What follows belongs to an exercise in optimizing a design on an open flow for a short achievable clock period and few clock cycles; a production flow would make more cautious choices.
In this exercise RTL edits were held to simulation tests only and were not proved equivalent to the original.

## the reference run
==> flow/design.v <==
module cpu(clk, rst_n, hlt, pc, instr, dmem_addr, dmem_wdata, dmem_re, dmem_we, dmem_rdata);
	input clk, rst_n;
	output hlt;
	output [15:0] pc;
	input [15:0] instr;
	output [15:0] dmem_addr;
	output [15:0] dmem_wdata;
	output dmem_re;
	output dmem_we;
	input [15:0] dmem_rdata;
	reg        rst_q;      
	reg [15:0] pcf;        
	reg [15:0] ir;         
	reg        irv;        
	reg [15:0] seq;        
	reg [15:0] opa, opb;   
	reg        fn, fz, fv;
	reg        hlt_q, we_q, re_q;
	wire [3:0] op = ir[15:12];
	wire [15:0] bx = op[0] ? ~opb : opb;
	wire [15:0] as_r = opa + bx + {15'd0, op[0]};
	wire as_pos = ~opa[15] & ~bx[15] & as_r[15];
	wire as_neg = opa[15] & bx[15] & ~as_r[15];
	wire [15:0] as_sum = as_pos ? 16'h7FFF : (as_neg ? 16'h8000 : as_r);
	wire [8:0] red_u = {1'b0, opa[15:8]} + {1'b0, opb[15:8]};
	wire [8:0] red_l = {1'b0, opa[7:0]} + {1'b0, opb[7:0]};
	wire [12:0] red_s = {1'b0, {3{red_u[8]}}, red_u} + {1'b0, {3{red_l[8]}}, red_l};
	wire [15:0] red_o = {{3{red_s[12]}}, red_s};
	wire [3:0] sh = ir[3:0];
	wire [15:0] sll_o = opa << sh;
	wire [31:0] sra_w = {{16{opa[15]}}, opa} >> sh;
	wire [15:0] sra_o = sra_w[15:0];
	wire [31:0] ror_w = {opa, opa} >> sh;
	wire [15:0] ror_o = ror_w[15:0];
	wire [15:0] pad_o;
	genvar gi;
	generate for (gi = 0; gi < 4; gi = gi + 1) begin : g_pad
		wire [3:0] a4 = opa[4*gi+3:4*gi];
		wire [3:0] b4 = opb[4*gi+3:4*gi];
		wire [3:0] r4 = a4 + b4;
		assign pad_o[4*gi+3:4*gi] = (~a4[3] & ~b4[3] & r4[3]) ? 4'b0111 :
		                            ((a4[3] & b4[3] & ~r4[3]) ? 4'b1000 : r4);
	end endgenerate
	wire [15:0] ma = {opa[15:1], 1'b0};
	wire [15:0] mo = {{11{ir[3]}}, ir[3:0], 1'b0};
	wire [15:0] ma_r = ma + mo;
	wire [15:0] maddr = (~ma[15] & ~mo[15] & ma_r[15]) ? 16'h7FFF :
	                    ((ma[15] & mo[15] & ~ma_r[15]) ? 16'h8000 : ma_r);
	reg [15:0] alu;
	always @* begin
		case (op)
			4'h0, 4'h1: alu = as_sum;
			4'h2: alu = opa ^ opb;
			4'h3: alu = red_o;
			4'h4: alu = sll_o;
			4'h5: alu = sra_o;
			4'h6: alu = ror_o;
			4'h7: alu = pad_o;
			4'hA: alu = {opa[15:8], ir[7:0]};
			4'hB: alu = {ir[7:0], opa[7:0]};
			default: alu = maddr;
		endcase
	end
	wire x_we = irv & (~op[3] | (op == 4'h8) | (op == 4'hA) | (op == 4'hB) | (op == 4'hE));
	wire [3:0] x_rd = ir[11:8];
	wire [15:0] x_wd = (op == 4'h8) ? dmem_rdata : ((op == 4'hE) ? seq : alu);
	wire x_nzv = irv & (op[3:1] == 3'b000);
	wire x_z = irv & ((op == 4'h2) | (op == 4'h4) | (op == 4'h5) | (op == 4'h6));
	wire nf = x_nzv ? as_sum[15] : fn;
	wire nz = x_nzv ? (as_sum == 16'h0000) : (x_z ? (alu == 16'h0000) : fz);
	wire nv = x_nzv ? (as_pos | as_neg) : fv;
	assign hlt = hlt_q & rst_q;
	assign pc = pcf;
	assign dmem_addr = maddr;
	assign dmem_wdata = opb;
	assign dmem_re = re_q;
	assign dmem_we = we_q & rst_n;
	wire [15:0] rfq [0:15];
	generate for (gi = 0; gi < 16; gi = gi + 1) begin : g_rf
		reg [15:0] q;
		always @(posedge clk)
			if (!rst_q) q <= 16'h0000;
			else if (x_we && x_rd == gi) q <= x_wd;
		assign rfq[gi] = q;
	end endgenerate
	wire [3:0] fop = instr[15:12];
	wire [3:0] fs1 = (fop[3:1] == 3'b101) ? instr[11:8] : instr[7:4];
	wire [3:0] fs2 = (fop == 4'h9) ? instr[11:8] : instr[3:0];
	wire [15:0] opa_n = (x_we && x_rd == fs1) ? x_wd : rfq[fs1];
	wire [15:0] opb_n = (x_we && x_rd == fs2) ? x_wd : rfq[fs2];
	wire [15:0] fpc_r = pcf + 16'd2;
	wire [15:0] fseq = (~pcf[15] & fpc_r[15]) ? 16'h7FFF : fpc_r;
	wire [15:0] fbo = {{6{instr[8]}}, instr[8:0], 1'b0};
	wire [15:0] fbt_r = fseq + fbo;
	wire [15:0] fbt = (~fseq[15] & ~fbo[15] & fbt_r[15]) ? 16'h7FFF :
	                  ((fseq[15] & fbo[15] & ~fbt_r[15]) ? 16'h8000 : fbt_r);
	reg cond;
	always @* begin
		case (instr[11:9])
			3'b000: cond = ~nz;
			3'b001: cond = nz;
			3'b010: cond = ~nz & ~nf;
			3'b011: cond = nf;
			3'b100: cond = nz | ~nf;
			3'b101: cond = nf | nz;
			3'b110: cond = nv;
			default: cond = 1'b1;
		endcase
	end
	wire ftaken = (fop[3:1] == 3'b110) & cond;
	wire [15:0] npc = (fop == 4'hF) ? pcf : (ftaken ? (fop[0] ? opa_n : fbt) : fseq);
	always @(posedge clk) begin
		rst_q <= rst_n;
		ir <= instr;
		seq <= fseq;
		opa <= opa_n;
		opb <= opb_n;
		re_q <= (fop == 4'h8);
		hlt_q <= rst_q & (fop == 4'hF);
		we_q <= rst_n & rst_q & (fop == 4'h9);
		irv <= rst_q;
		if (!rst_q) begin
			pcf <= 16'h0000;
			fn <= 1'b0;
			fz <= 1'b0;
			fv <= 1'b0;
		end else begin
			pcf <= npc;
			fn <= nf;
			fz <= nz;
			fv <= nv;
		end
	end
endmodule
Settings: LEC_CHECK=0, CAP_MARGIN=20, CORE_MARGIN=2, CORE_UTILIZATION=40, PLACE_DENSITY=0.6, SLEW_MARGIN=20; clock period 17.0 ns.
standard.sh (not shown) runs the stock make flow with config.mk's settings and CLKGATE_MAP_FILE= SYNTH_SCRIPT=/design/flow/synth_recipe.tcl, a recipe that flattens the netlist after the stock synthesis.
==> flow/flow/run.sh <==
#!/bin/bash
set -euo pipefail
export SETUP_SLACK_MARGIN=$(cat flow/margin.txt)
bash standard.sh > standard.log 2>&1
==> flow/flow/margin.txt <==
10
Testbench counts of the reference run, summed over its fixed seeds: cycles 76,210.
> inputs changed (the reference run -> the trial run)
-- flow/design.v --
<<< the reference run, line 17
	reg        fn, fz, fv;
	reg        hlt_q, we_q, re_q;
	wire [3:0] op = ir[15:12];
	wire [15:0] bx = op[0] ? ~opb : opb;
>>> the trial run, line 17
	reg        fn, fz, fv;
	reg        hlt_q, we_q, re_q;
	reg [15:0] maddr;      
	wire [3:0] op = ir[15:12];
	wire [15:0] bx = op[0] ? ~opb : opb;
<<< the reference run, line 42
		                            ((a4[3] & b4[3] & ~r4[3]) ? 4'b1000 : r4);
	end endgenerate
	wire [15:0] ma = {opa[15:1], 1'b0};
	wire [15:0] mo = {{11{ir[3]}}, ir[3:0], 1'b0};
	wire [15:0] ma_r = ma + mo;
	wire [15:0] maddr = (~ma[15] & ~mo[15] & ma_r[15]) ? 16'h7FFF :
	                    ((ma[15] & mo[15] & ~ma_r[15]) ? 16'h8000 : ma_r);
	reg [15:0] alu;
	always @* begin
>>> the trial run, line 43
		                            ((a4[3] & b4[3] & ~r4[3]) ? 4'b1000 : r4);
	end endgenerate
	reg [15:0] alu;
	always @* begin
<<< the reference run, line 89
	wire [15:0] opa_n = (x_we && x_rd == fs1) ? x_wd : rfq[fs1];
	wire [15:0] opb_n = (x_we && x_rd == fs2) ? x_wd : rfq[fs2];
	wire [15:0] fpc_r = pcf + 16'd2;
	wire [15:0] fseq = (~pcf[15] & fpc_r[15]) ? 16'h7FFF : fpc_r;
>>> the trial run, line 85
	wire [15:0] opa_n = (x_we && x_rd == fs1) ? x_wd : rfq[fs1];
	wire [15:0] opb_n = (x_we && x_rd == fs2) ? x_wd : rfq[fs2];
	wire [15:0] ma_rf = rfq[instr[7:4]];
	wire [15:0] maddr_rf, maddr_fw;
	wire [4:0] mo = {instr[3:0], 1'b0};
	wire mneg = instr[3];
	madd mrf(.a(ma_rf), .o(mo), .neg(mneg), .s(maddr_rf));
	madd mfw(.a(x_wd), .o(mo), .neg(mneg), .s(maddr_fw));
	wire [15:0] maddr_n = (x_we && x_rd == instr[7:4]) ? maddr_fw : maddr_rf;
	wire [15:0] fpc_r = pcf + 16'd2;
	wire [15:0] fseq = (~pcf[15] & fpc_r[15]) ? 16'h7FFF : fpc_r;
<<< the reference run, line 116
		opa <= opa_n;
		opb <= opb_n;
		re_q <= (fop == 4'h8);
		hlt_q <= rst_q & (fop == 4'hF);
>>> the trial run, line 119
		opa <= opa_n;
		opb <= opb_n;
		maddr <= maddr_n;
		re_q <= (fop == 4'h8);
		hlt_q <= rst_q & (fop == 4'hF);
<<< the reference run, line 133
	end
endmodule
>>> the trial run, line 137
	end
endmodule
module madd(a, o, neg, s);
	input [15:0] a;
	input [4:0] o;
	input neg;
	output [15:0] s;
	wire [5:0] lo = {1'b0, a[4:1], 1'b0} + {1'b0, o};
	wire c = lo[5];
	wire [10:0] hi = a[15:5];
	wire [10:0] hi_inc = hi + 11'd1;
	wire [10:0] hi_dec = hi - 11'd1;
	wire [10:0] hi_r = neg ? (c ? hi : hi_dec) : (c ? hi_inc : hi);
	wire pos_ovf = ~neg & c & (hi == 11'h3FF);
	wire neg_ovf = neg & ~c & (hi == 11'h400);
	assign s = pos_ovf ? 16'h7FFF : (neg_ovf ? 16'h8000 : {hi_r, lo[4:0]});
endmodule
## What came out
- The run with more setup slack is the trial run; the reference run has less.
- Compared the trial run vs the reference run, and number of gates resized after CTS is down in the trial run.
- When the final numbers for the reference run and the trial run were put side by side, the number of buffers added by the clock tree synthesis step turned out to be smaller in the reference run.
- [compare] base=the reference run new=the trial run: cell count has increased; routed wire length now larger; area taken by multi-input logic gates now sits higher; wire length of the first global-routing pass climbed 18%.
- The trial run vs the reference run on worst path buffer plus inverter count: the trial run is the lower one.
- For the reference run, the start-to-end type of the worst setup path was flip-flop to output port, unlike the trial run, where it was primary input to output port.
- Routed wirelength normalized by instance count: the trial run higher than the reference run
Testbench counts of the trial run, summed over its fixed seeds: cycles 76,210.

## static timing again, ports no longer ideal
No port has a modelled driver above. Below, the same layouts with a new extraction and two added sets of constraints. Step 1 assumes that a clkbuf_16 drives the clock port and a buf_2 every other input. Step 2 times the ports against the registers' clock, not the clock port: input delays grow and output delays shrink by t, the midpoint of the rising clock arrivals with the driver on. Slacks: ideal ports / drivers / drivers and shift; pairs: ideal ports / drivers.
| run | t (ns) | setup WS [ns] | worst hold slack (ns) |
|---|---|---|---|
| the reference run | 0.655 | 9.666 / 9.600 / 9.497 | 0.474 / 0.474 / 0.474 |
| the trial run | 0.661 | 9.876 / 9.843 / 9.466 | 0.472 / 0.472 / 0.472 |
After both steps setup and hold are still met in every run listed. The setup slack of the trial run, which loses most, moves by -0.033 ns with the drivers and by -0.410 ns with both steps.
